This is an optimization exercise on Yosys and OpenROAD, whose aim is small area, not a production implementation.
Function was checked by simulation only, so behaviour that the tests miss may differ from the original.
Power and IR drop assume default switching activity.

==> flow/design.v <==
module w5300_ctrl
(
   clk,
   reset,
   start,
   init_done,
   s_rx_dv,
   s_rx_data,
   s_rx_addr,
   s_rx_done,
   c_tx_en,
   c_tx_addr,
   c_tx_rd,
   c_tx_data,
   c_tx_error,
   c_tx_done,
   w_rst,
   w_addr,
   w_wdata,
   w_wr,
   w_wr_en,
   w_rd,
   w_rdata,
   w_cs
);
   input          clk;         
   input          reset;       
   input          start;       
   output         init_done;   
   output         s_rx_dv;     
   output [7:0]   s_rx_data;   
   output [13:0]  s_rx_addr;   
   output         s_rx_done;   
   input          c_tx_en;     
   output [13:0]  c_tx_addr;   
   output         c_tx_rd;     
   input  [7:0]   c_tx_data;   
   output         c_tx_error;  
   output         c_tx_done;   
   output         w_rst;       
   output [9:0]   w_addr;      
   output [7:0]   w_wdata;     
   output         w_wr;        
   output         w_wr_en;     
   output         w_rd;        
   input  [7:0]   w_rdata;     
   output         w_cs;        
   localparam [2:0] ST_IIDLE = 3'b000;   
   localparam [2:0] ST_IRST  = 3'b001;   
   localparam [2:0] ST_ISEQ  = 3'b010;   
   localparam [2:0] ST_CLOSE = 3'b100;   
   localparam [2:0] ST_OPEN  = 3'b101;
   localparam [2:0] ST_RECV  = 3'b110;
   localparam [2:0] ST_SEND  = 3'b111;
   reg  [3:0]  tick;
   wire        t_end = tick[3] & tick[0];                  
   wire        t_smp = tick[2] & tick[1] & ~tick[0];       
   wire        t_stb = ~tick[3] & ~(tick[2] & tick[1] & tick[0]);  
   always @(posedge clk) begin
      if (reset | t_end)
         tick <= 4'd0;
      else
         tick <= tick + 4'd1;
   end
   reg  [2:0]  st;
   reg  [15:0] cnt;        
   reg  [15:0] sz;         
   reg  [9:0]  wd;         
   reg  [13:0] rxa;        
   reg  [7:0]  rdat;       
   reg         rx_dv;
   reg         rx_done;
   reg         tx_done;
   reg         tx_rd;
   wire is_iidle = (st == ST_IIDLE);
   wire is_irst  = (st == ST_IRST);
   wire is_iseq  = (st == ST_ISEQ);
   wire is_close = (st == ST_CLOSE);
   wire is_open  = (st == ST_OPEN);
   wire is_recv  = (st == ST_RECV);
   wire is_send  = (st == ST_SEND);
   wire [15:0] cnt_inc = cnt + 16'd1;
   wire        c_hi0   = (cnt[15:4] == 12'd0);
   wire        c_hi2   = c_hi0 & ~cnt[3] & ~cnt[2];        
   wire        c_eq0   = c_hi2 & ~cnt[1] & ~cnt[0];
   wire        c_eq1   = c_hi2 & ~cnt[1] &  cnt[0];
   wire        c_eq2   = c_hi2 &  cnt[1] & ~cnt[0];
   wire        c_lt3   = c_hi2 & ~(cnt[1] & cnt[0]);
   wire        c_eq7   = c_hi0 & ~cnt[3] & cnt[2] & cnt[1] & cnt[0];
   wire        c_eq8   = c_hi0 &  cnt[3] & ~cnt[2] & ~cnt[1] & ~cnt[0];
   wire        c_gt3   = ~c_hi2;
   wire        c_ge5   = ~c_hi0 | cnt[3] | (cnt[2] & (cnt[1] | cnt[0]));
   wire        c_ge7   = ~c_hi0 | cnt[3] | (cnt[2] & cnt[1] & cnt[0]);
   wire        c_ge9   = ~c_hi0 | (cnt[3] & (cnt[2] | cnt[1] | cnt[0]));
   wire [16:0] u      = {1'b0, cnt} - {1'b0, sz};
   wire        u_hi0  = (u[16:4] == 13'd0);
   wire        u_eq3  = u_hi0 & (u[3:0] == 4'd3);
   wire        u_eq4  = u_hi0 & (u[3:0] == 4'd4);
   wire        u_eq5  = u_hi0 & (u[3:0] == 4'd5);
   wire        u_eq6  = u_hi0 & (u[3:0] == 4'd6);
   wire        u_eq7  = u_hi0 & (u[3:0] == 4'd7);
   wire        u_eq8  = u_hi0 & (u[3:0] == 4'd8);
   wire        u_eq9  = u_hi0 & (u[3:0] == 4'd9);
   wire        u_le8  = u[16] | ((u[15:4] == 12'd0) & (~u[3] | (u[2:0] == 3'd0)));
   wire        u_ge2  = ~u[16] & (u[15:1] != 15'd0);
   wire        sz_nz  = (sz != 16'd0);
   wire        r_dv   = c_ge7 & (~c_ge9 | u_le8);
   wire        r_end  = c_ge9 & u_eq9;
   wire        s_stop = c_gt3 & u_ge2;
   wire        s_chk  = ~c_lt3 & sz_nz & u_eq3;
   wire        s_end  = ~c_lt3 & sz_nz & u_eq8;
   wire        wd_hit = wd[9] & wd[8] & wd[7] & wd[6] & wd[5] & wd[3];  
   always @(posedge clk) begin
      if (reset)
         st <= ST_IIDLE;
      else if (t_end) begin
         case (st)
            ST_IIDLE: st <= ST_IRST;
            ST_IRST:  if (cnt[9] & cnt[5] & cnt[2] & cnt[1]) st <= ST_ISEQ;           
            ST_ISEQ:  if (cnt[5] & cnt[4] & cnt[3] & cnt[1] & cnt[0]) st <= ST_CLOSE;  
            ST_CLOSE: if (cnt[1] & start) st <= ST_OPEN;
            ST_OPEN: begin
               if (wd_hit)
                  st <= ST_CLOSE;
               else if (cnt[1]) begin
                  if (c_tx_en)
                     st <= ST_SEND;
                  else if (rdat[2])
                     st <= ST_RECV;
               end
            end
            ST_RECV:  if (r_end) st <= ST_OPEN;
            ST_SEND: begin
               if (s_chk & rdat[1])
                  st <= ST_CLOSE;
               else if (s_end)
                  st <= ST_OPEN;
            end
            default:  st <= ST_IIDLE;
         endcase
      end
   end
   assign init_done = st[2];
   always @(posedge clk) begin
      if (t_end) begin
         case (st)
            ST_IIDLE: cnt <= 16'd0;
            ST_IRST:  cnt <= (cnt[9] & cnt[5] & cnt[2] & cnt[1]) ? 16'd0 : cnt_inc;
            ST_ISEQ:  cnt <= (cnt[5] & cnt[4] & cnt[3] & cnt[1] & cnt[0]) ? 16'd2 : cnt_inc;
            ST_CLOSE: cnt <= cnt[1] ? (start ? 16'd0 : cnt) : cnt_inc;
            ST_OPEN: begin
               if (wd_hit)
                  cnt <= 16'd0;
               else if (cnt[0])
                  cnt <= (rdat == 8'h22) ? 16'd2 : 16'd0;
               else if (cnt[1])
                  cnt <= (c_tx_en | rdat[2]) ? 16'd0 : cnt;
               else
                  cnt <= 16'd1;
            end
            ST_RECV:  cnt <= r_end ? 16'd1 : cnt_inc;
            ST_SEND:  cnt <= (s_chk & rdat[1]) ? 16'd0 : (s_end ? 16'd1 : cnt_inc);
            default:  cnt <= cnt_inc;
         endcase
      end
   end
   always @(posedge clk) begin
      if (t_end) begin
         if (is_recv) begin
            if (c_eq7) sz[15:8] <= rdat;
            if (c_eq8) sz[7:0]  <= rdat;
         end
         else if (is_send) begin
            if (c_eq1) sz[15:8] <= rdat;
            if (c_eq2) begin
               sz[15:8] <= sz[15:8] + {7'd0, &rdat};
               sz[7:0]  <= {rdat[7:1] + {6'd0, rdat[0]}, 1'b0};
            end
         end
      end
   end
   always @(posedge clk) begin
      if (t_end & (is_open | is_send | is_close))
         wd <= (is_open & ~wd_hit) ? wd + 10'd1 : 10'd0;
   end
   always @(posedge clk) begin
      if (t_end) begin
         if (is_open)
            rxa <= 14'h3FFF;
         else if (is_recv & r_dv)
            rxa <= rxa + 14'd1;
      end
   end
   always @(posedge clk) begin
      if (t_end & is_send)
         rdat <= c_tx_data;
      else if (t_smp & (~is_send | s_chk))
         rdat <= w_rdata;
   end
   always @(posedge clk) begin
      rx_dv   <= ~reset & t_end & is_recv & r_dv;
      rx_done <= ~reset & t_end & is_recv & r_end;
      tx_done <= ~reset & t_end & is_send & s_end;
      tx_rd   <= ~reset & t_end & is_send & ~s_stop;
   end
   assign s_rx_dv    = rx_dv;
   assign s_rx_data  = rdat;
   assign s_rx_addr  = rxa;
   assign s_rx_done  = rx_done;
   assign c_tx_rd    = tx_rd;
   assign c_tx_addr  = cnt[13:0] & {14{~(~sz_nz & c_ge5)}};
   assign c_tx_error = 1'b0;
   assign c_tx_done  = tx_done;
   reg  [17:0] rom;
   always @* begin
      case (cnt[5:0])
         6'd0 : rom = {10'h000,       8'h38};
         6'd1 : rom = {10'h001,       8'h80};
         6'd2 : rom = {10'h004,      8'h00};
         6'd3 : rom = {10'h005,      8'hFF};
         6'd4 : rom = {10'h008,     8'h00};
         6'd5 : rom = {10'h009,     8'h01};
         6'd6 : rom = {10'h00A,     8'h02};
         6'd7 : rom = {10'h00B,     8'h03};
         6'd8 : rom = {10'h00C,     8'h04};
         6'd9 : rom = {10'h00D,     8'h05};
         6'd10: rom = {10'h010,      8'd192};
         6'd11: rom = {10'h011,      8'd168};
         6'd12: rom = {10'h012,      8'd199};
         6'd13: rom = {10'h013,      8'd1};
         6'd14: rom = {10'h014,     8'd255};
         6'd15: rom = {10'h015,     8'd255};
         6'd16: rom = {10'h016,     8'd255};
         6'd17: rom = {10'h017,     8'd0};
         6'd18: rom = {10'h018,     8'd192};
         6'd19: rom = {10'h019,     8'd168};
         6'd20: rom = {10'h01A,     8'd199};
         6'd21: rom = {10'h01B,     8'd110};
         6'd22: rom = {10'h020,     8'h08};
         6'd23: rom = {10'h028,     8'h08};
         6'd24: rom = {10'h021,     8'h08};
         6'd25: rom = {10'h029,     8'h08};
         6'd26: rom = {10'h030,   8'h00};
         6'd27: rom = {10'h031,   8'hFF};
         6'd28: rom = {10'h200,    8'h01};
         6'd29: rom = {10'h201,    8'h01|8'h20};
         6'd30: rom = {10'h20A, 8'h13};
         6'd31: rom = {10'h20B, 8'h14};
         6'd32: rom = {10'h212,8'h13};
         6'd33: rom = {10'h213,8'h14};
         6'd34: rom = {10'h214,  8'd192};
         6'd35: rom = {10'h215,  8'd168};
         6'd36: rom = {10'h216,  8'd199};
         6'd37: rom = {10'h217,  8'd196};
         6'd38: rom = {10'h204,   8'h00};
         6'd39: rom = {10'h205,   8'h1F};
         6'd40: rom = {10'h218,  8'h05};
         6'd41: rom = {10'h219,  8'hB4};
         6'd42: rom = {10'h240,    8'h00};
         6'd43: rom = {10'h241,    8'h02};
         6'd44: rom = {10'h244,   8'h00};
         6'd45: rom = {10'h245,   8'h1F};
         6'd46: rom = {10'h24A, 8'h13};
         6'd47: rom = {10'h24B, 8'h14};
         6'd48: rom = {10'h252,8'h13};
         6'd49: rom = {10'h253,8'h14};
         6'd50: rom = {10'h254,  8'd192};
         6'd51: rom = {10'h255,  8'd168};
         6'd52: rom = {10'h256,  8'd199};
         6'd53: rom = {10'h257,  8'd196};
         6'd54: rom = {10'h258,  8'h05};
         6'd55: rom = {10'h259,  8'hB4};
         6'd56: rom = {10'h0FE,      8'h00};
         6'd57: rom = {10'h0FF,      8'h00};
         6'd58: rom = {10'h000,       8'h00};
         6'd59: rom = {10'h001,       8'h00};
         6'd60: rom = {10'h0FE,      8'h00};
         6'd61: rom = {10'h0FF,      8'h00};
         6'd62: rom = {10'h000,       8'h00};
         default: rom = {10'h001,     8'h00};
      endcase
   end
   wire        seq_chk = cnt[5] & cnt[4] & cnt[3];    
   reg         w_rst;
   reg  [9:0]  w_addr;
   reg  [7:0]  w_wdata;
   reg         w_wr;
   reg         w_wr_en;
   reg         w_rd;
   reg         w_cs;
   always @* begin
      w_rst   = 1'b0;
      w_addr  = rom[17:8];
      w_wdata = rdat;
      w_wr    = 1'b0;
      w_wr_en = 1'b0;
      w_rd    = 1'b0;
      w_cs    = 1'b0;
      case (st)
         ST_IRST: begin
            w_rst = (cnt[9:0] < 10'd50);
         end
         ST_ISEQ: begin
            w_addr  = rom[17:8];
            w_wdata = rom[7:0];
            w_wr    = ~seq_chk & t_stb;
            w_wr_en = ~seq_chk;
            w_rd    = seq_chk & t_stb;
            w_cs    = t_stb;
         end
         ST_CLOSE: begin
            w_addr  = cnt[1] ? 10'h209 : (cnt[0] ? 10'h243 : 10'h247);
            w_wdata = cnt[0] ? 8'h10 : 8'h1F;
            w_wr    = ~cnt[1] & t_stb;
            w_wr_en = ~cnt[1];
            w_rd    = cnt[1] & t_stb;
            w_cs    = t_stb;
         end
         ST_OPEN: begin
            w_addr  = cnt[0] ? 10'h249 : (cnt[1] ? 10'h247 : 10'h243);
            w_wdata = 8'h01;
            w_wr    = ~cnt[0] & ~cnt[1] & t_stb;
            w_wr_en = ~cnt[0] & ~cnt[1];
            w_rd    = (cnt[0] | cnt[1]) & t_stb;
            w_cs    = t_stb;
         end
         ST_RECV: begin
            w_addr  = c_eq0 ? 10'h247 :
                      ((r_end & sz_nz) ? 10'h243 :
                      (cnt[0] ? 10'h270 : 10'h271));
            w_wdata = c_eq0 ? 8'h04 : 8'h40;
            w_wr    = (c_eq0 | (r_end & sz_nz)) & t_stb;
            w_wr_en = (c_eq0 | (r_end & sz_nz));
            w_rd    = ~(c_eq0 | (r_end & sz_nz)) & t_stb;
            w_cs    = t_stb;
         end
         ST_SEND: begin
            w_addr  = c_eq0 ? 10'h265 :
                      (c_eq1 ? 10'h266 :
                      (c_eq2 ? 10'h267 :
                      ((sz_nz & (u_eq3 | u_eq4)) ? 10'h247 :
                      ((sz_nz & u_eq5) ? 10'h261 :
                      ((sz_nz & u_eq6) ? 10'h262 :
                      ((sz_nz & u_eq7) ? 10'h263 :
                      ((sz_nz & u_eq8) ? 10'h243 :
                      (cnt[0] ? 10'h26E : 10'h26F))))))));
            w_wdata = (sz_nz & u_eq4) ? 8'h10 :
                      ((sz_nz & u_eq5) ? 8'h00 :
                      ((sz_nz & u_eq6) ? sz[15:8] :
                      ((sz_nz & u_eq7) ? sz[7:0] :
                      ((sz_nz & u_eq8) ? 8'h21 : rdat))));
            w_wr    = ~(c_lt3 | s_chk) & t_stb;
            w_wr_en = ~(c_lt3 | s_chk);
            w_rd    = (c_lt3 | s_chk) & t_stb;
            w_cs    = t_stb;
         end
         default: ;
      endcase
   end
endmodule
==> flow/run.sh <==
#!/bin/bash
# synth_recipe.tcl (not shown) runs the flow's synth.tcl, then flattens the netlist and writes it again
# the make line also repeats each setting of config.mk as NAME=value (left out here)
make -C /OpenROAD-flow-scripts/flow DESIGN_CONFIG=/design/flow/config.mk WORK_HOME=/design/flow/orfs CLKGATE_MAP_FILE= SYNTH_SCRIPT=/design/flow/synth_recipe.tcl finish
==> flow/config.mk <==
export PLATFORM = sky130hd
export DESIGN_NAME = w5300_ctrl
export DESIGN_NICKNAME = w5300_ctrl
export VERILOG_FILES = /design/flow/design.v
export SDC_FILE = /design/flow/constraint.sdc
export NUM_CORES = 4
export LEC_CHECK = 0
export CAP_MARGIN = 20
export CORE_MARGIN = 2
export CORE_UTILIZATION = 40
export SLEW_MARGIN = 20
==> flow/constraint.sdc <==
create_clock -name core_clock -period 10.0 [get_ports {clk}]
set_input_delay 2.0000 -clock core_clock [delete_from_list [all_inputs] [get_ports {clk}]]
set_output_delay 2.0000 -clock core_clock [all_outputs]
set_load 0.01 [all_outputs]
==> results of run 1 <==
sequential cells by signal, summed over array words and instances (netlist names), 3 cells and up:
| register | cells |
|---|---|
| wd | 10 |
| cnt | 16 |
| tick | 4 |
| sz | 16 |
| rdat | 8 |
| st | 3 |
| rxa | 14 |
layout make-up:
class / instances / area [um2] / area share, %
repair buffers: 93 / 903 / 10.5
well taps: 229 / 287 / 3.35
flip-flops and latches: 75 / 2140 / 25.0
inverters: 35 / 131 / 1.53
multi-input cells: 773 / 4810 / 56.2
clock buffers: 9 / 225 / 2.63
clock inverters: 7 / 63.8 / 0.745
layout by cell type, fill, tap and decap left out, types with 7 or more instances in the layout:
master,netlist,layout
and2_1,9,9
nand2b_1,8,8
a21o_1,9,9
mux2_2,9,9
buf_4,3,11
o21ai_0,53,53
nor3_1,34,34
inv_1,33,33
nor4_1,17,17
nor2b_1,18,18
xnor2_1,29,29
or3_1,7,7
nand4_1,18,18
o31ai_1,9,9
a21oi_1,73,72
o22ai_1,9,9
a31oi_1,20,20
nand3_1,34,34
ha_1,40,40
xor2_1,19,19
clkbuf_16,0,9
edfxtp_1,64,64
and3_1,24,24
nor2_1,123,123
dfxtp_1,11,11
nand2_1,96,96
clkdlybuf4s50_1,0,82
metal layers:
layer,wire length (um),global-route usage [%],vias to the layer above
met3,2060,4.51,40
met4,588,8.24,0
met5,0,0,-
met1,11300,36.4,3531
met2,10800,37.1,377
li1,-,-,3567
metrics by stage:
stage | worst slack (ps) | utilization, % | hold WS, ps
global placement | 2290 | 46.0 | 464
detailed placement | 2180 | 46.0 | 460
CTS | 1750 | 47.6 | 488
finish | 1650 | 47.7 | 489
floorplan | 3490 | - | 441
global route | 1420 | 47.7 | 530
logic make-up (layout without fill, tap and decap cells):
logic type / count (synthesis) / in the layout / synth area share, %
adder cells (fa/ha/maj): 41 / 41 / 7.11
AO/OA/AOI/OAI: 250 / 250 / 22.1
other: 1 / 2 / 0.0513
flip-flops: 75 / 75 / 29.3
AND/OR/NAND/NOR: 416 / 416 / 27.8
buffers and inverters: 94 / 144 / 5.16
XOR/XNOR: 48 / 48 / 5.75
multiplexers: 16 / 16 / 2.68
how the worst min path moves through the flow:
stage / startpoint / to / slack, ps / cells after the start
6_report: tick[0]$_SDFF_PP0_ / tick[0]$_SDFF_PP0_ / 490 / 1
4_1_cts: tick[0]$_SDFF_PP0_ / tick[0]$_SDFF_PP0_ / 490 / 1
3_3_place_gp: tick[0]$_SDFF_PP0_ / tick[0]$_SDFF_PP0_ / 460 / 1
5_1_grt: tick[0]$_SDFF_PP0_ / tick[0]$_SDFF_PP0_ / 530 / 1
3_5_place_dp: tick[0]$_SDFF_PP0_ / tick[0]$_SDFF_PP0_ / 460 / 1
2_1_floorplan: tick[0]$_SDFF_PP0_ / tick[0]$_SDFF_PP0_ / 440 / 1
synthesized netlist by cell type (3+ instances only):
master and number:
inv_1 33, o31ai_1 9, nor3_1 34, or2_2 4
nand2_1 96, a31oi_1 20, a41oi_1 4, dfxtp_1 11
nor2b_1 18, a21o_1 9, nand3_1 34, o21bai_1 3
and3_1 24, nor2_1 123, a211o_1 3, a211oi_2 3
xnor2_1 29, and2_1 9, a211oi_1 6, a21boi_0 4
clkbuf_1 42, edfxtp_1 64, a21oi_1 73, o211a_1 3
o211ai_1 6, nand2b_1 8, xor2_1 19, o21a_1 4
o21ai_0 53, buf_2 5, or4_4 3, o22ai_1 9
nand4_1 18, ha_1 40, or4_1 5, mux2_2 9
nor4b_1 3, buf_4 3, o221ai_1 4, buf_1 8
or3_1 7, nor4_1 17, mux2i_1 5
power by group through the flow:
stage          logic (mW)  clock network [mW]  registers (mW)
2_1_floorplan     0.00894                   0           0.345
3_3_place_gp       0.0186                   0           0.345
3_5_place_dp       0.0188                   0           0.345
4_1_cts            0.0189               0.333           0.338
5_1_grt            0.0209               0.343           0.338
6_report           0.0189               0.327           0.338
==> flow_summary_export.csv, run 1 <==
group,metric,value,unit
run_status,status,"timing/DRC/antenna clean",
floorplan,core-area,18000,um2
timing,finalClockSkew,10.5,ps
cts,post-cts-setup-buffers,0,
cts,cts_tree,"done",
drt,finalWirelength,24700,um
synthesis,synth_warnings,1,
worst_setup_path,path_max_fanout,21,
drt,vias,7515,
timing,fmax,120,MHz
worst_setup_path,crit_arrival,6350,ps
cts,cts_buffer_depth,2,
worst_setup_path,critPathLaunchType,"register",
cts,hold_buffers,0,
worst_setup_path,reg2reg_to,"cnt[13]$_DFFE_PP_",
worst_setup_path,path_class,"reg -> out",
pwr,p_sw_share,23.6,%
placement,postPlaceCellArea,8270,um2
cts,path_clk_slew,70,ps
synthesis,async_flop_share,0,%
synthesis,syn_area,7320,um2
synthesis,ys.flop_type,"edfxtp_1",
synthesis,synth_edf_count,64,
worst_setup_path,cp-endpoint,"w_wdata[3]",
pwr,clkPwrFrac,47.8,%
final_layout,drive_gt1_share,5.85,%
final_layout,area_growth,17.0,%
timing,rsz0062_at_grt,"false",
drt,viasPerCell,6.15,
pwr,combPwrFrac,2.8,%
floorplan,fp.dieArea,19400,um2
worst_setup_path,startpoint,"cnt[0]$_DFFE_PP_",
synthesis,synth_cells,941,
synthesis,syn_avg_cell_area,7.78,um2
floorplan,ios,85,
pwr,p_total,0.684,mW
placement,portBuffers,82,
final_layout,design_area,8560,um2
worst_setup_path,cp_slowest_cell,"edfxtp_1",
floorplan,die_y,139,um
worst_setup_path,r2r-start,"cnt[0]$_DFFE_PP_",
cts,cts_resized,0,
worst_setup_path,path_delay_family,"simple AND/OR/NAND/NOR gates",
grt,grt_pass1_vias,6652,
drt,drtIter0Drc,793,
final_layout,num-nets-final,1048,
synthesis,synth_top_cell_by_area,"edfxtp_1",
pwr,internal-power,0.523,mW
floorplan,row_count,49,
final_layout,layout.cells.non_filler,1221,
grt,grt_use_total,24.9,%
placement,gp_congestion,0.927,
drt,drc,0,
drt,drtPass1Iterations,7,
final_layout,num_antenna_cells,0,
timing,setup_tns,0,ps
timing,setup_viol_count_final,0,
worst_setup_path,cp.required,8000,ps
timing,post-route-period-util,83.5,%
timing,slew_violations,0,
cts,htreeDepth,3,
pwr,leakage,3.06,nW
placement,dp_hpwl,18300,um
timing,hold_viol_final,0,
timing,slew-limit-headroom,41.1,%
timing,worst_pin_slew,879,ps
grt,grt_first_pass_wirelength,38300,um
timing,layout_min_cycle_time,8350,ps
cts,clock_sinks,75,
worst_setup_path,r2r_slack,4120,ps
pwr,p_per_area,79.9,nW/um2
worst_setup_path,crit_path_max_incr_delay,870,ps
pwr,p_sw,0.161,mW
worst_setup_path,crit_path_frequent_cell,"or4_4",
job,max_cap_violations,0,
floorplan,start_util,40.7,%
drt,postRouteAntennaNets,0,
synthesis,ys_types,86,
worst_setup_path,crit_cells,13,
synthesis,synth-seq-area-share,29.3,%
cts,cts_made_buffers,9,
cts,cts-root-buf,"clkbuf_16",
pwr,vdd_drop_max,0.0772,mV
drt,routedWlPerCell,20.3,um
cts,clkLatencyLatePin,360,ps
grt,grt_overflow_total,0,
synthesis,synth-seq-cells,75,
floorplan,die_x,139,um
synthesis,synthTopCellsByArea,"edfxtp_1 (26%), ha_1 (6.8%), nor2_1 (6.3%)",
placement,placed_cells,1205,
worst_setup_path,reg2regPathDepth,12,
grt,grt_max_degree,49,
worst_setup_path,crit_buf_inv,2,
pwr,p_seq_share,49.5,%
synthesis,yosysTopAreaCellShare,26.3,%
worst_setup_path,worstPathCellList,"inv_1 > ha_1 > fa_1 > or4b_1 > nor4_1 > a21oi_1 > o221a_1 > or4_4 > or3_1 > or4_4 > and3_1 > a211oi_2 > clkdlybuf4s50_1",
grt,antenna_found_initial,0,
final_layout,num-fill-cells,1824,
hold_path,hold_path_class,"reg -> reg",
worst_setup_path,crit_path_end_kind,"output port",
==> run 2, diff against run 1 <==
--- a/flow/design.v
+++ b/flow/design.v
@@ -86,13 +86,24 @@
    wire        c_eq1   = c_hi2 & ~cnt[1] &  cnt[0];
    wire        c_eq2   = c_hi2 &  cnt[1] & ~cnt[0];
    wire        c_lt3   = c_hi2 & ~(cnt[1] & cnt[0]);
+   wire        c_lt2   = c_hi2 & ~cnt[1];
    wire        c_eq7   = c_hi0 & ~cnt[3] & cnt[2] & cnt[1] & cnt[0];
    wire        c_eq8   = c_hi0 &  cnt[3] & ~cnt[2] & ~cnt[1] & ~cnt[0];
    wire        c_gt3   = ~c_hi2;
    wire        c_ge5   = ~c_hi0 | cnt[3] | (cnt[2] & (cnt[1] | cnt[0]));
    wire        c_ge7   = ~c_hi0 | cnt[3] | (cnt[2] & cnt[1] & cnt[0]);
    wire        c_ge9   = ~c_hi0 | (cnt[3] & (cnt[2] | cnt[1] | cnt[0]));
-   wire [16:0] u      = {1'b0, cnt} - {1'b0, sz};
+   wire [16:0] u;
+   wire [16:0] ub;
+   assign ub[0] = 1'b0;
+   genvar gi;
+   generate
+      for (gi = 0; gi < 16; gi = gi + 1) begin : g_sub
+         assign u[gi]    = cnt[gi] ^ sz[gi] ^ ub[gi];
+         assign ub[gi+1] = (~cnt[gi] & sz[gi]) | (~(cnt[gi] ^ sz[gi]) & ub[gi]);
+      end
+   endgenerate
+   assign u[16] = ub[16];
    wire        u_hi0  = (u[16:4] == 13'd0);
    wire        u_eq3  = u_hi0 & (u[3:0] == 4'd3);
    wire        u_eq4  = u_hi0 & (u[3:0] == 4'd4);
@@ -118,7 +129,7 @@
             ST_IIDLE: st <= ST_IRST;
             ST_IRST:  if (cnt[9] & cnt[5] & cnt[2] & cnt[1]) st <= ST_ISEQ;           
             ST_ISEQ:  if (cnt[5] & cnt[4] & cnt[3] & cnt[1] & cnt[0]) st <= ST_CLOSE;  
-            ST_CLOSE: if (cnt[1] & start) st <= ST_OPEN;
+            ST_CLOSE: if (~c_lt2 & start) st <= ST_OPEN;
             ST_OPEN: begin
                if (wd_hit)
                   st <= ST_CLOSE;
@@ -146,8 +157,8 @@
          case (st)
             ST_IIDLE: cnt <= 16'd0;
             ST_IRST:  cnt <= (cnt[9] & cnt[5] & cnt[2] & cnt[1]) ? 16'd0 : cnt_inc;
-            ST_ISEQ:  cnt <= (cnt[5] & cnt[4] & cnt[3] & cnt[1] & cnt[0]) ? 16'd2 : cnt_inc;
-            ST_CLOSE: cnt <= cnt[1] ? (start ? 16'd0 : cnt) : cnt_inc;
+            ST_ISEQ:  cnt <= cnt_inc;
+            ST_CLOSE: cnt <= c_lt2 ? cnt_inc : (start ? 16'd0 : cnt);
             ST_OPEN: begin
                if (wd_hit)
                   cnt <= 16'd0;
@@ -281,80 +292,62 @@
       endcase
    end
    wire        seq_chk = cnt[5] & cnt[4] & cnt[3];    
-   reg         w_rst;
-   reg  [9:0]  w_addr;
-   reg  [7:0]  w_wdata;
-   reg         w_wr;
-   reg         w_wr_en;
-   reg         w_rd;
-   reg         w_cs;
+   reg         wen;        
+   reg  [9:0]  addr;
+   reg  [7:0]  wdat;
    always @* begin
-      w_rst   = 1'b0;
-      w_addr  = rom[17:8];
-      w_wdata = rdat;
-      w_wr    = 1'b0;
-      w_wr_en = 1'b0;
-      w_rd    = 1'b0;
-      w_cs    = 1'b0;
+      wen  = 1'b0;
+      addr = rom[17:8];
+      wdat = rdat;
       case (st)
-         ST_IRST: begin
-            w_rst = (cnt[9:0] < 10'd50);
-         end
          ST_ISEQ: begin
-            w_addr  = rom[17:8];
-            w_wdata = rom[7:0];
-            w_wr    = ~seq_chk & t_stb;
-            w_wr_en = ~seq_chk;
-            w_rd    = seq_chk & t_stb;
-            w_cs    = t_stb;
+            wen  = ~seq_chk;
+            addr = rom[17:8];
+            wdat = rom[7:0];
          end
          ST_CLOSE: begin
-            w_addr  = cnt[1] ? 10'h209 : (cnt[0] ? 10'h243 : 10'h247);
-            w_wdata = cnt[0] ? 8'h10 : 8'h1F;
-            w_wr    = ~cnt[1] & t_stb;
-            w_wr_en = ~cnt[1];
-            w_rd    = cnt[1] & t_stb;
-            w_cs    = t_stb;
+            wen  = c_lt2;
+            addr = ~c_lt2 ? 10'h209 : (cnt[0] ? 10'h243 : 10'h247);
+            wdat = cnt[0] ? 8'h10 : 8'h1F;
          end
          ST_OPEN: begin
-            w_addr  = cnt[0] ? 10'h249 : (cnt[1] ? 10'h247 : 10'h243);
-            w_wdata = 8'h01;
-            w_wr    = ~cnt[0] & ~cnt[1] & t_stb;
-            w_wr_en = ~cnt[0] & ~cnt[1];
-            w_rd    = (cnt[0] | cnt[1]) & t_stb;
-            w_cs    = t_stb;
+            wen  = ~cnt[0] & ~cnt[1];
+            addr = cnt[0] ? 10'h249 : (cnt[1] ? 10'h247 : 10'h243);
+            wdat = 8'h01;
          end
          ST_RECV: begin
-            w_addr  = c_eq0 ? 10'h247 :
-                      ((r_end & sz_nz) ? 10'h243 :
-                      (cnt[0] ? 10'h270 : 10'h271));
-            w_wdata = c_eq0 ? 8'h04 : 8'h40;
-            w_wr    = (c_eq0 | (r_end & sz_nz)) & t_stb;
-            w_wr_en = (c_eq0 | (r_end & sz_nz));
-            w_rd    = ~(c_eq0 | (r_end & sz_nz)) & t_stb;
-            w_cs    = t_stb;
+            wen  = c_eq0 | (r_end & sz_nz);
+            addr = c_eq0 ? 10'h247 :
+                   ((r_end & sz_nz) ? 10'h243 :
+                   (cnt[0] ? 10'h270 : 10'h271));
+            wdat = c_eq0 ? 8'h04 : 8'h40;
          end
          ST_SEND: begin
-            w_addr  = c_eq0 ? 10'h265 :
-                      (c_eq1 ? 10'h266 :
-                      (c_eq2 ? 10'h267 :
-                      ((sz_nz & (u_eq3 | u_eq4)) ? 10'h247 :
-                      ((sz_nz & u_eq5) ? 10'h261 :
-                      ((sz_nz & u_eq6) ? 10'h262 :
-                      ((sz_nz & u_eq7) ? 10'h263 :
-                      ((sz_nz & u_eq8) ? 10'h243 :
-                      (cnt[0] ? 10'h26E : 10'h26F))))))));
-            w_wdata = (sz_nz & u_eq4) ? 8'h10 :
-                      ((sz_nz & u_eq5) ? 8'h00 :
-                      ((sz_nz & u_eq6) ? sz[15:8] :
-                      ((sz_nz & u_eq7) ? sz[7:0] :
-                      ((sz_nz & u_eq8) ? 8'h21 : rdat))));
-            w_wr    = ~(c_lt3 | s_chk) & t_stb;
-            w_wr_en = ~(c_lt3 | s_chk);
-            w_rd    = (c_lt3 | s_chk) & t_stb;
-            w_cs    = t_stb;
+            wen  = ~(c_lt3 | s_chk);
+            addr = c_eq0 ? 10'h265 :
+                   (c_eq1 ? 10'h266 :
+                   (c_eq2 ? 10'h267 :
+                   ((sz_nz & (u_eq3 | u_eq4)) ? 10'h247 :
+                   ((sz_nz & u_eq5) ? 10'h261 :
+                   ((sz_nz & u_eq6) ? 10'h262 :
+                   ((sz_nz & u_eq7) ? 10'h263 :
+                   ((sz_nz & u_eq8) ? 10'h243 :
+                   (cnt[0] ? 10'h26E : 10'h26F))))))));
+            wdat = (sz_nz & u_eq4) ? 8'h10 :
+                   ((sz_nz & u_eq5) ? 8'h00 :
+                   ((sz_nz & u_eq6) ? sz[15:8] :
+                   ((sz_nz & u_eq7) ? sz[7:0] :
+                   ((sz_nz & u_eq8) ? 8'h21 : rdat))));
          end
          default: ;
       endcase
    end
+   wire        bus_on = st[2] | st[1];    
+   assign w_rst   = is_irst & (cnt[9:0] < 10'd50);
+   assign w_addr  = addr;
+   assign w_wdata = wdat;
+   assign w_wr_en = wen;
+   assign w_cs    = bus_on & t_stb;
+   assign w_wr    = w_cs & wen;
+   assign w_rd    = w_cs & ~wen;
 endmodule
==> flow/flow/run.sh (new file) <==
#!/bin/bash
# Standard ORFS layout, with the smallest buffer (buf_1) on every input and output port.
set -euo pipefail
export BUFFER_PORTS_ARGS="-buffer_cell sky130_fd_sc_hd__buf_1"
bash standard.sh synth > synth.log 2>&1
bash standard.sh finish > finish.log 2>&1
==> flow/standard.sh (new file) <==
#!/bin/bash
# synth_recipe.tcl (not shown) runs the flow's synth.tcl, then flattens the netlist and writes it again
# the make line also repeats each setting of config.mk as NAME=value (left out here)
make -C /OpenROAD-flow-scripts/flow DESIGN_CONFIG=/design/flow/config.mk WORK_HOME=/design/flow/orfs CLKGATE_MAP_FILE= SYNTH_SCRIPT=/design/flow/synth_recipe.tcl "${@:-finish}"
removed: flow/run.sh
==> run 2 against run 1 <==
Highest routed layer unchanged. Register-to-register slack lost 2000 ps. Non-clock buffer count grew 13. Setup slack lost 1400 ps. Wire length shrank 15%. Critical path depth grew 15. Synthesized area shrank 11%. Synthesized cell count shrank 18%. First-iteration DRC count grew 29%. Clock skew shrank 1.3 ps. Count of clock-buffer cells in the layout grew 2. Combinational power shrank 28%. Sequential power is essentially flat.
==> flow_summary_export.csv, run 2 <==
group,metric,value,unit
final_layout,drive_gt1_share,9.83,%
timing,fmax,103,MHz
drt,routedWlPerCell,19.8,um
synthesis,synth_common_cells,"nor2_1 (104), nand2_1 (68), edfxtp_1 (64), a21oi_1 (46), o21ai_0 (43)",
cts,htreeDepth,3,
synthesis,ys_types,76,
final_layout,final_common_cell,"nor2_1",
grt,grt_max_degree,47,
final_layout,multi_input_area,4110,um2
floorplan,core-area,15900,um2
synthesis,synth_mux_area_share,3.31,%
timing,layout_min_cycle_time,9720,ps
pwr,p_total,0.692,mW
floorplan,row_count,46,
timing,slew_violations,0,
cts,clkLatencyLatePin,350,ps
timing,worst_pin_slew,983,ps
cts,cts_buffer_depth,2,
timing,setup_tns,0,ps
grt,grt_overflow_total,0,
worst_setup_path,crit_path_end_kind,"output port",
grt,grt_pass1_vias,5963,
synthesis,synth_warnings,1,
worst_setup_path,crit_arrival,7720,ps
final_layout,area_growth,14.1,%
drt,vias,6286,
synthesis,synthAdderAreaFrac,8.98,%
pwr,leakage,2.62,nW
worst_setup_path,cp.required,8000,ps
drt,drtIter0Drc,1025,
hold_path,hold_path_class,"reg -> reg",
cts,cts_made_buffers,9,
placement,dp_hpwl,15500,um
final_layout,register_area,2140,um2
job,max_cap_violations,0,
floorplan,die_y,132,um
drt,drtPass1Iterations,5,
synthesis,synth_top_cell_by_area,"edfxtp_1",
synthesis,ys.flop_type,"edfxtp_1",
synthesis,synthTopCellsByArea,"edfxtp_1 (29%), nor2_1 (6.0%), fa_1 (4.6%)",
timing,setup_viol_count_final,0,
drt,viasPerCell,5.93,
run_status,status,"timing/DRC/antenna clean",
grt,antenna_found_initial,0,
placement,gp_congestion,0.996,
drt,drc,0,
floorplan,die_x,132,um
synthesis,yosysMostFrequentCell,"nor2_1",
worst_setup_path,critPathLaunchType,"register",
synthesis,synth-seq-cells,75,
synthesis,yosysTopAreaCellShare,29.4,%
placement,portBuffers,82,
final_layout,num-fill-cells,1606,
worst_setup_path,path_class,"reg -> out",
worst_setup_path,crit_path_frequent_cell,"fa_2",
cts,cts_tree,"done",
synthesis,syn_avg_cell_area,8.50,um2
synthesis,synth-simple-area-share,25.5,%
worst_setup_path,path_delay_family,"adder cells",
drt,postRouteAntennaNets,0,
worst_setup_path,crit_buf_inv,6,
floorplan,fp.dieArea,17400,um2
synthesis,synth-seq-area-share,32.7,%
worst_setup_path,cp_slowest_cell,"a2111o_1",
worst_setup_path,crit_path_max_incr_delay,430,ps
final_layout,num-nets-final,897,
synthesis,synth_edf_count,64,
synthesis,async_flop_share,0,%
worst_setup_path,path_max_fanout,5,
final_layout,biggestRegsByFlops,"cnt x16, sz x16, rxa x14",
synthesis,synth_cells,770,
floorplan,start_util,41.1,%
synthesis,synth_top_family_by_area,"simple AND/OR/NAND/NOR gates",
pwr,p_per_area,92.7,nW/um2
synthesis,synthXorXnorAreaFrac,5.35,%
grt,grt_first_pass_wirelength,33400,um
floorplan,ios,85,
timing,slew-limit-headroom,34.5,%
cts,hold_buffers,0,
drt,finalWirelength,21000,um
final_layout,layout_common_cells,"nor2_1 (104), buf_1 (80), nand2_1 (67), edfxtp_1 (64), a21oi_1 (46)",
cts,clock_sinks,75,
timing,finalClockSkew,9.20,ps
cts,cts-root-buf,"clkbuf_16",
synthesis,syn_area,6550,um2
timing,rsz0062_at_grt,"false",
cts,path_clk_slew,60,ps
pwr,vdd_drop_max,0.0762,mV
synthesis,synth_compound_area_share,18.8,%
final_layout,num_antenna_cells,0,
timing,post-route-period-util,97.2,%
grt,grt_use_total,24.3,%
timing,hold_viol_final,0,
-- run 2: cell types whose count changed after synthesis, moves of 7 or more --
cell / previous run / this run
nand2_1: 96 / 68
xor2_1: 19 / 12
nor3_1: 34 / 23
a21oi_1: 73 / 46
ha_1: 40 / 23
nor4_1: 17 / 9
nor2_1: 123 / 104
o21ai_0: 53 / 43
nor2b_1: 18 / 6
fa_1: 1 / 15
-- run 2: where the power goes --
group          switching, mW  internal (mW)
combinational        0.00737        0.00620
clock                  0.133          0.207
sequential           0.00198          0.337
total                  0.142          0.550
-- run 2: metal layers --
layer / track usage (%) / up-vias / wire length [um]
li1: - / 2947 / -
met1: 34.0 / 2970 / 9110
met2: 36.1 / 308 / 9390
met3: 5.00 / 61 / 1690
met4: 11.6 / 0 / 835
met5: 0 / - / 0
-- run 2: final cells by class --
cell class              count  area share, %
repair buffers            106           6.57
clock inverters             5          0.788
clock buffers              11           3.38
flip-flops and latches     75           28.7
well taps                 216           3.62
multi-input cells         608           55.0
inverters                  39           1.96
-- run 2: per-stage QoR --
step	std cells	util [%]	hold WS, ps	instance area (um2)	setup slack (ps)
after global routing	1060	46.8	524	7470	32.7
final	1060	46.8	503	7470	282
after detailed placement	1040	44.4	481	7080	145
after floorplan	771	-	448	6550	106
after CTS	1058	46.5	494	7420	29.9
after global placement	1040	44.4	476	7080	306
-- run 2: kinds of logic after synthesis --
group / Yosys count
flops: 75
fa+ha+maj: 38
buf+inv: 88
mux: 18
compound gates: 188
simple gates: 322
xor+xnor: 40
other cells: 1
-- run 2: what timing repair did --
| action | in CTS | in global routing |
|---|---|---|
| pin swaps | 1 | 3 |
| gates resized for setup | 5 | 17 |
| buffers inserted | 2 | 2 |
| endpoints found under the setup margin | 12 | 16 |
| hold endpoints to repair | 0 | 0 |
-- run 2: final timing paths --
kind         slack (ps)                start                  to  depth (start not counted)
max                 280  sz[0]$_SDFFCE_PN0P_                w_wr                         28
min                 500   tick[0]$_SDFF_PP0_  tick[0]$_SDFF_PP0_                          1
max reg2reg        2090  sz[0]$_SDFFCE_PN0P_    cnt[1]$_DFFE_PP_                         26
min reg2reg         500   tick[0]$_SDFF_PP0_  tick[0]$_SDFF_PP0_                          1
==> run 3, diff against run 2 <==
==> flow/run.sh (new file) <==
#!/bin/bash
# synth_recipe.tcl (not shown) runs the flow's synth.tcl, then flattens the netlist and writes it again
# the make line also repeats each setting of config.mk as NAME=value (left out here)
make -C /OpenROAD-flow-scripts/flow DESIGN_CONFIG=/design/flow/config.mk WORK_HOME=/design/flow/orfs CLKGATE_MAP_FILE= SYNTH_SCRIPT=/design/flow/synth_recipe.tcl finish
removed: flow/flow/run.sh
removed: flow/standard.sh
==> run 3 against run 2 <==
First-iteration DRC count is 7.1% lower. Clock power is 9.4% higher. Non-clock buffer count is 13 higher. Clock skew is 2.8 ps higher. Count of clock-buffer cells in the layout is 1 lower. Global-route usage is 1.2 points higher. Worst hold slack better by 5.4 ps. Setup slack worse by 39 ps. Sequential share of layout area is 2.3 points lower. Synthesized cell count stayed put. Sequential power hardly changed. Critical path type unchanged.
==> flow_summary_export.csv, run 3 <==
group,metric,value,unit
run_status,status,"timing/DRC/antenna clean",
grt,grt_pass1_vias,6180,
worst_setup_path,cp_slowest_cell,"or4_4",
placement,gp_congestion,1.02,
synthesis,syn_area,6550,um2
timing,setup_viol_count_final,0,
worst_setup_path,path_class,"reg -> out",
final_layout,biggestRegsByFlops,"cnt x16, sz x16, rxa x14",
synthesis,synth_top_cell_by_area,"edfxtp_1",
timing,fin_ws,243,ps
cts,htreeDepth,3,
synthesis,synth-seq-area-share,32.7,%
synthesis,synth-seq-cells,75,
pwr,leakage,2.96,nW
cts,cts_tree,"done",
job,max_cap_violations,0,
cts,path_clk_slew,70,ps
final_layout,num_antenna_cells,0,
placement,dp_slack,-159,ps
drt,drtPass1Iterations,7,
grt,grt_max_degree,47,
worst_setup_path,crit_buf_inv,6,
grt,antenna_found_initial,0,
worst_setup_path,startpoint,"cnt[0]$_DFFE_PP_",
final_layout,area_growth,23.9,%
final_layout,design_area,8110,um2
worst_setup_path,r2r_slack,2030,ps
final_layout,register_area,2140,um2
floorplan,start_util,41.1,%
pwr,vdd_drop_max,0.0794,mV
drt,postRouteAntennaNets,0,
worst_setup_path,crit_cells,28,
floorplan,ios,85,
worst_setup_path,reg2reg_to,"cnt[1]$_DFFE_PP_",
final_layout,finalCoreUtilization,50.9,%
cts,cts_made_buffers,9,
floorplan,fp.dieArea,17400,um2
drt,viasPerCell,6.05,
synthesis,synth_warnings,1,
synthesis,syn_avg_cell_area,8.50,um2
timing,whs,508,ps
final_layout,num-fill-cells,1528,
placement,dp_hpwl,16500,um
worst_setup_path,crit_arrival,7760,ps
pwr,p_per_area,90.0,nW/um2
timing,setup_tns,0,ps
hold_path,hold_path_class,"reg -> reg",
timing,worst_pin_slew,1020,ps
worst_setup_path,path_delay_family,"adder cells",
synthesis,yosysMostFrequentCell,"nor2_1",
drt,routedWlPerCell,21.0,um
timing,hold_viol_final,0,
worst_setup_path,cp-endpoint,"w_wdata[3]",
synthesis,ys_types,76,
worst_setup_path,cp.required,8000,ps
worst_setup_path,path_max_fanout,4,
synthesis,ys.flop_type,"edfxtp_1",
cts,hold_buffers,0,
final_layout,layout_common_cells,"nor2_1 (104), nand2_1 (68), clkdlybuf4s50_1 (65), edfxtp_1 (64), a21oi_1 (46)",
synthesis,synth_cells,770,
synthesis,synth_common_cells,"nor2_1 (104), nand2_1 (68), edfxtp_1 (64), a21oi_1 (46), o21ai_0 (43)",
synthesis,async_flop_share,0,%
cts,cts-root-buf,"clkbuf_16",
synthesis,yosysTopAreaCellShare,29.4,%
timing,slew-limit-headroom,31.5,%
cts,clkLatencyLatePin,350,ps
worst_setup_path,crit_path_end_kind,"output port",
final_layout,final_common_cell,"nor2_1",
drt,finalWirelength,22500,um
timing,fmax,102,MHz
worst_setup_path,reg2regPathDepth,27,
drt,vias,6493,
synthesis,synthTopCellsByArea,"edfxtp_1 (29%), nor2_1 (6.0%), fa_1 (4.6%)",
worst_setup_path,r2r-start,"cnt[0]$_DFFE_PP_",
cts,clock_sinks,75,
grt,grt_first_pass_wirelength,35200,um
timing,post-route-period-util,97.6,%
floorplan,die_x,132,um
final_layout,num-nets-final,910,
grt,grt_overflow_total,0,
worst_setup_path,critPathLaunchType,"register",
drt,drtIter0Drc,952,
floorplan,die_y,132,um
placement,portBuffers,82,
timing,layout_min_cycle_time,9760,ps
floorplan,core-area,15900,um2
worst_setup_path,crit_path_frequent_cell,"fa_2",
timing,slew_violations,0,
placement,postPlaceCellArea,7660,um2
final_layout,drive_gt1_share,11.3,%
cts,cts_buffer_depth,2,
drt,drc,0,
grt,grt_use_total,25.5,%
timing,finalClockSkew,12.0,ps
synthesis,synth_edf_count,64,
final_layout,multi_input_area,4140,um2
floorplan,row_count,46,
worst_setup_path,crit_path_max_incr_delay,550,ps
[run 3: changes by cell type in the layout (fill, tap and decap cells not counted), moves of 2 or more]
| cell | change |
|---|---|
| buf_4 | +13 |
| fa_2 | -2 |
| fa_1 | +2 |
| clkdlybuf4s50_1 | +65 |
| dlygate4sd2_1 | +15 |
| clkdlybuf4s15_1 | +2 |
| buf_1 | -80 |
| clkbuf_2 | -2 |
[run 3: metal layers]
metal / routed length [um] / vias to the layer above / track usage (%)
li1: - / 2981 / -
met1: 9670 / 3117 / 34.6
met2: 10400 / 335 / 40.5
met3: 1820 / 60 / 5.34
met4: 612 / 0 / 9.00
met5: 0 / - / 0
[run 3: timing repair]
action / CTS / global route
buffers inserted: 7 / 1
setup endpoints to repair: 17 / 17
endpoints found under the hold margin: 0 / 0
pin swaps: 6 / 6
resized for setup: 34 / 9
[run 3: final cells by class]
cell class / instances / share of cell area (%)
clock inverter: 6 / 1.19
inverter: 39 / 1.80
clock buffer: 10 / 2.95
timing repair buffer: 119 / 13.3
sequential: 75 / 26.4
multi-input combinational: 608 / 51.0
tap: 216 / 3.33
[run 3: logic make-up (layout without fill, tap and decap cells)]
kind of cell	after synthesis	after routing	share of synthesized area, %
compound gates	188	188	18.8
xor+xnor	40	40	5.35
fa+ha+maj	38	38	8.98
buf+inv	88	174	5.33
flops	75	75	32.7
mux	18	18	3.31
other cells	1	2	0.0573
simple gates	322	322	25.5
[run 3: report_power, final]
part	internal, mW	switching (mW)	total (mW)
sequential	0.337	0.00237	0.339
combinational	0.0116	0.00774	0.0194
clock	0.229	0.143	0.372
total	0.577	0.153	0.730
[run 3: worst min path at each step]
stage / from / end / slack [ps] / depth (start not counted)
finish: tick[0]$_SDFF_PP0_ / tick[0]$_SDFF_PP0_ / 510 / 1
global route: tick[0]$_SDFF_PP0_ / tick[0]$_SDFF_PP0_ / 550 / 1
CTS: tick[0]$_SDFF_PP0_ / tick[0]$_SDFF_PP0_ / 510 / 1
detailed placement: tick[0]$_SDFF_PP0_ / tick[0]$_SDFF_PP0_ / 490 / 1
global placement: tick[0]$_SDFF_PP0_ / tick[0]$_SDFF_PP0_ / 480 / 1
floorplan: tick[0]$_SDFF_PP0_ / tick[0]$_SDFF_PP0_ / 450 / 1
[run 3: metrics by stage]
step	cells	power [mW]
global placement	1049	0.364
floorplan	771	0.353
finish	1073	0.730
detailed placement	1049	0.365
global route	1073	0.746
CTS	1072	0.732
==> run 4, diff against run 3 <==
==> flow/flow/run.sh (new file) <==
#!/bin/bash
# Layout flow: the standard synthesis, then the combinational logic between the
# registers re-mapped for area by ABC (registers, their names and cell types untouched),
# then the standard ORFS layout with the smallest buffer (buf_1) on every port.
set -euo pipefail
here=$(pwd)
R=$here/orfs/results/sky130hd/w5300_ctrl/base
LIB=$FLOW_HOME/platforms/sky130hd/lib/sky130_fd_sc_hd__tt_025C_1v80.lib
export BUFFER_PORTS_ARGS="-buffer_cell sky130_fd_sc_hd__buf_1"

bash standard.sh synth > synth.log 2>&1

cp $R/1_2_yosys.v $here/std_synth.v
cat > $here/resyn.ys <<EOT
read_liberty -ignore_miss_func -ignore_miss_dir -ignore_miss_data_latch $LIB
blackbox sky130_fd_sc_hd__*df* sky130_fd_sc_hd__*dl* sky130_fd_sc_hd__sdf* sky130_fd_sc_hd__conb_1
read_verilog $here/std_synth.v
hierarchy -top $FLOW_TOP
flatten
read_liberty -lib -overwrite -ignore_miss_dir $LIB
opt -purge
abc -liberty $LIB -dont_use sky130_fd_sc_hd__lpflow_bleeder_1 -dont_use sky130_fd_sc_hd__lpflow_clkbufkapwr_1 -dont_use sky130_fd_sc_hd__lpflow_clkbufkapwr_16 -dont_use sky130_fd_sc_hd__lpflow_clkbufkapwr_2 -dont_use sky130_fd_sc_hd__lpflow_clkbufkapwr_4 -dont_use sky130_fd_sc_hd__lpflow_clkbufkapwr_8 -dont_use sky130_fd_sc_hd__lpflow_clkinvkapwr_1 -dont_use sky130_fd_sc_hd__lpflow_clkinvkapwr_16 -dont_use sky130_fd_sc_hd__lpflow_clkinvkapwr_2 -dont_use sky130_fd_sc_hd__lpflow_clkinvkapwr_4 -dont_use sky130_fd_sc_hd__lpflow_clkinvkapwr_8 -dont_use sky130_fd_sc_hd__lpflow_decapkapwr_12 -dont_use sky130_fd_sc_hd__lpflow_decapkapwr_3 -dont_use sky130_fd_sc_hd__lpflow_decapkapwr_4 -dont_use sky130_fd_sc_hd__lpflow_decapkapwr_6 -dont_use sky130_fd_sc_hd__lpflow_decapkapwr_8 -dont_use sky130_fd_sc_hd__lpflow_inputiso0n_1 -dont_use sky130_fd_sc_hd__lpflow_inputiso0p_1 -dont_use sky130_fd_sc_hd__lpflow_inputiso1n_1 -dont_use sky130_fd_sc_hd__lpflow_inputiso1p_1 -dont_use sky130_fd_sc_hd__lpflow_inputisolatch_1 -dont_use sky130_fd_sc_hd__lpflow_isobufsrc_1 -dont_use sky130_fd_sc_hd__lpflow_isobufsrc_16 -dont_use sky130_fd_sc_hd__lpflow_isobufsrc_2 -dont_use sky130_fd_sc_hd__lpflow_isobufsrc_4 -dont_use sky130_fd_sc_hd__lpflow_isobufsrc_8 -dont_use sky130_fd_sc_hd__lpflow_isobufsrckapwr_16 -dont_use sky130_fd_sc_hd__lpflow_lsbuf_lh_hl_isowell_tap_1 -dont_use sky130_fd_sc_hd__lpflow_lsbuf_lh_hl_isowell_tap_2 -dont_use sky130_fd_sc_hd__lpflow_lsbuf_lh_hl_isowell_tap_4 -dont_use sky130_fd_sc_hd__lpflow_lsbuf_lh_isowell_4 -dont_use sky130_fd_sc_hd__lpflow_lsbuf_lh_isowell_tap_1 -dont_use sky130_fd_sc_hd__lpflow_lsbuf_lh_isowell_tap_2 -dont_use sky130_fd_sc_hd__lpflow_lsbuf_lh_isowell_tap_4 -dont_use sky130_fd_sc_hd__probe_p_8 -dont_use sky130_fd_sc_hd__probec_p_8  -script $here/flow/area.abc
opt_clean -purge
hilomap -singleton -hicell sky130_fd_sc_hd__conb_1 HI -locell sky130_fd_sc_hd__conb_1 LO
splitnets
opt_clean -purge
select -set ports i:* o:*
rename -hide w:* @ports %d
stat -liberty $LIB
check -assert -mapped
write_verilog -noattr -nohex -nodec $R/1_2_yosys.v
EOT
yosys -s $here/resyn.ys > resyn.log 2>&1

bash standard.sh finish > finish.log 2>&1
==> flow/flow/area.abc (new file) <==
strash
&get -n
&deepsyn -T 40
&put
dch -f
amap
topo
==> flow/standard.sh (new file) <==
#!/bin/bash
# synth_recipe.tcl (not shown) runs the flow's synth.tcl, then flattens the netlist and writes it again
# the make line also repeats each setting of config.mk as NAME=value (left out here)
make -C /OpenROAD-flow-scripts/flow DESIGN_CONFIG=/design/flow/config.mk WORK_HOME=/design/flow/orfs CLKGATE_MAP_FILE= SYNTH_SCRIPT=/design/flow/synth_recipe.tcl "${@:-finish}"
removed: flow/run.sh
==> run 4 against run 3 <==
Fmax rose by 16%. Synthesized area fell by 22%. Still clean on timing, DRC and antenna. Critical endpoint is now w_wdata[0]. Synthesized cell count fell by 11%. Die area fell by 21%. Largest cell class unchanged. Sequential cell count did not move. Setup slack improved by 1300 ps. Final cell count fell by 10%. Largest power group is now sequential cells. Register-to-register slack improved by 1800 ps. Highest routed layer unchanged. Global-route usage rose by 2.3 points. First-iteration DRC count fell by 21%.
==> flow_summary_export.csv, run 4 <==
group,metric,value,unit
synthesis,synth_warnings,1,
final_layout,num-nets-final,809,
worst_setup_path,critPathLaunchType,"register",
worst_setup_path,reg2reg_to,"st[0]$_SDFFE_PP0P_",
cts,path_clk_slew,60,ps
placement,postPlaceCellArea,5710,um2
cts,post-cts-setup-buffers,0,
final_layout,final_common_cell,"nor2_1",
drt,finalWirelength,19100,um
grt,grt_pass1_vias,5328,
timing,slew_violations,0,
worst_setup_path,crit_path_end_kind,"output port",
placement,portBuffers,82,
drt,viasPerCell,5.91,
pwr,p_per_area,112,nW/um2
timing,slew-limit-headroom,27.7,%
floorplan,core-area,12600,um2
timing,rsz0062_at_grt,"false",
floorplan,start_util,40.9,%
worst_setup_path,worstPathCellList,"clkinv_1 > o22ai_1 > o22ai_1 > nand2_1 > o21ai_0 > nand2_1 > o21ai_0 > nand2_1 > a311oi_1 > nor3_1 > nor3_1 > o31ai_1 > nor3_1 > or4_1 > or3_1 > nor3_1 > clkinv_1 > nor2_1 > nand2_1 > o211ai_1 > buf_1",
pwr,vdd_drop_max,0.0874,mV
timing,finalClockSkew,8.42,ps
timing,layout_min_cycle_time,8440,ps
timing,setup_viol_count_final,0,
cts,clkLatencyLatePin,340,ps
final_layout,design_area,5990,um2
timing,fmax,119,MHz
floorplan,row_count,41,
grt,grt_use_total,27.9,%
timing,post-route-period-util,84.4,%
worst_setup_path,cp.required,8000,ps
worst_setup_path,path_delay_family,"simple AND/OR/NAND/NOR gates",
worst_setup_path,reg2regPathDepth,23,
cts,cts_resized,0,
final_layout,num_antenna_cells,0,
drt,routedWlPerCell,19.7,um
worst_setup_path,crit_buf_inv,3,
worst_setup_path,crit_path_max_incr_delay,760,ps
synthesis,synth_cells,689,
hold_path,whs_endpoint,"tick[0]$_SDFF_PP0_",
cts,htreeDepth,3,
run_status,status,"timing/DRC/antenna clean",
cts,hold_buffers,0,
floorplan,ios,85,
cts,cts_made_buffers,9,
grt,grt_max_degree,19,
worst_setup_path,crit_cells,21,
placement,dp_hpwl,14900,um
pwr,leakage,1.90,nW
floorplan,die_y,117,um
timing,hold_viol_final,0,
floorplan,fp.dieArea,13800,um2
drt,postRouteAntennaNets,0,
final_layout,drive_gt1_share,2.27,%
timing,setup_tns,0,ps
grt,grt_overflow_total,0,
worst_setup_path,r2r-start,"cnt[1]$_DFFE_PP_",
hold_path,hold_path_depth,1,
cts,cts_buffer_depth,2,
worst_setup_path,crit_arrival,6440,ps
worst_setup_path,path_max_fanout,17,
placement,gp_congestion,1.04,
worst_setup_path,path_class,"reg -> out",
drt,vias,5712,
synthesis,syn_avg_cell_area,7.45,um2
drt,drtPass1Iterations,5,
final_layout,layout_common_cells,"nor2_1 (195), clkinv_1 (98), buf_1 (82), edfxtp_1 (64), o21ai_0 (51)",
worst_setup_path,r2r_slack,3780,ps
pwr,p_total,0.669,mW
drt,drc,0,
hold_path,hold_path_class,"reg -> reg",
timing,worst_pin_slew,1060,ps
drt,drtIter0Drc,755,
hold_path,hold_start,"tick[0]$_SDFF_PP0_",
final_layout,area_growth,16.7,%
worst_setup_path,cp_slowest_cell,"edfxtp_1",
cts,cts_tree,"done",
floorplan,die_x,117,um
final_layout,biggestRegsByFlops,"cnt x16, sz x16, rxa x14",
cts,clock_sinks,75,
job,max_cap_violations,0,
grt,grt_first_pass_wirelength,30000,um
synthesis,syn_area,5130,um2
cts,cts-root-buf,"clkbuf_16",
grt,antenna_found_initial,0,
run 4: cell types whose count changed in the layout (fill, tap and decap cells not counted), sizes merged, moves of 26 or more:
cell           previous run  this run
buf                      37        88
nand3                    36        10
clkinv                    3        99
inv                      39         0
clkdlybuf4s50            65         0
xnor2                    28         0
nor2                    104       195
run 4: worst max-delay path by stage:
stage | start | endpoint | slack (ps)
after floorplan | cnt[1]$_DFFE_PP_ | w_wdata[2] | 3320
after global placement | cnt[1]$_DFFE_PP_ | w_wdata[0] | 2310
after detailed placement | cnt[1]$_DFFE_PP_ | w_wdata[0] | 2100
after CTS | cnt[1]$_DFFE_PP_ | w_wdata[0] | 1720
after global routing | cnt[1]$_DFFE_PP_ | w_wdata[0] | 1050
final | cnt[1]$_DFFE_PP_ | w_wdata[0] | 1560
run 4: per-layer routing:
metal  vias to the layer above  part of all wire [%]  GRT usage, %  routed length [um]
li1                       2707                     -             -                   -
met1                      2668                    45          40.1                8560
met2                       300                    43          41.1                8150
met3                        37                   9.8          6.66                1860
met4                         0                   2.5          9.41                 486
met5                         -                     0             0                   0
run 4: cell type report:
type | instances | area (um2)
Fill cell | 1305 | 6580
Multi-Input combinational cell | 519 | 2640
Sequential cell | 75 | 2140
Inverter | 96 | 360
Clock inverter | 5 | 53.8
Timing Repair Buffer | 88 | 353
Tap cell | 172 | 215
Clock buffer | 11 | 233
run 4: power by group:
part	switching, mW	internal, mW	total [mW]
clock	0.128	0.192	0.320
sequential	0.00155	0.336	0.338
combinational	0.00609	0.00512	0.0112
run 4: stage by stage:
| stage | std cells | hold slack, ps | setup slack [ps] | util (%) |
|---|---|---|---|---|
| floorplan | 690 | 452 | 3320 | - |
| global placement | 950 | 475 | 2310 | 45.4 |
| detailed placement | 950 | 493 | 2100 | 45.4 |
| CTS | 966 | 508 | 1720 | 47.7 |
| global route | 966 | 544 | 1050 | 47.7 |
| finish | 966 | 507 | 1560 | 47.7 |
run 4: worst register-to-register path, stage by stage (launching register included):
cell	delay, ps
edfxtp_1	760
clkinv_1	580
o22ai_1	500
o22ai_1	170
nand2_1	110
o21ai_0	120
nand2_1	110
o21ai_0	140
nand2_1	100
a311oi_1	80
nor3_1	150
nor3_1	70
o31ai_1	300
nor3_1	70
or4_1	570
or3_1	430
nor3_1	370
nand2_1	120
a21oi_1	160
o22ai_1	120
nor4_1	460
clkinv_1	230
or2_0	260
a31oi_1	160

## port drivers added, routing unchanged
How much do the figures lean on ideal ports? The routed layouts below were timed once more, with nothing changed but the port constraints. Step 1, drivers: a clkbuf_16 drives clk and a buf_2 each remaining input, both assumed. Step 2 moves the port delays by t, midway between the first and last clock arrival at a register: inputs arrive t later, outputs are due t later. That takes back most of the time a late clock gives input paths. Slacks: no drivers / after step 1 / after step 2; pairs: no drivers / after step 1.
| run | t, ns | setup WS [ns] | worst setup path at the end | worst register clock-pin slew, ns | cell pins on the clock port's net |
|---|---|---|---|---|---|
| run 1 | 0.398 | 1.654 / 1.609 / 2.007 | register to output | 0.07 / 0.07 | 1 |
| run 2 | 0.389 | 0.282 / 0.240 / 0.629 | register to output | 0.06 / 0.06 | 1 |
| run 3 | 0.386 | 0.243 / 0.201 / 0.587 | register to output | 0.07 / 0.07 | 1 |
| run 4 | 0.381 | 1.562 / 1.517 / 1.898 | register to output | 0.06 / 0.06 | 1 |
After both steps setup and hold are still met in every run listed.
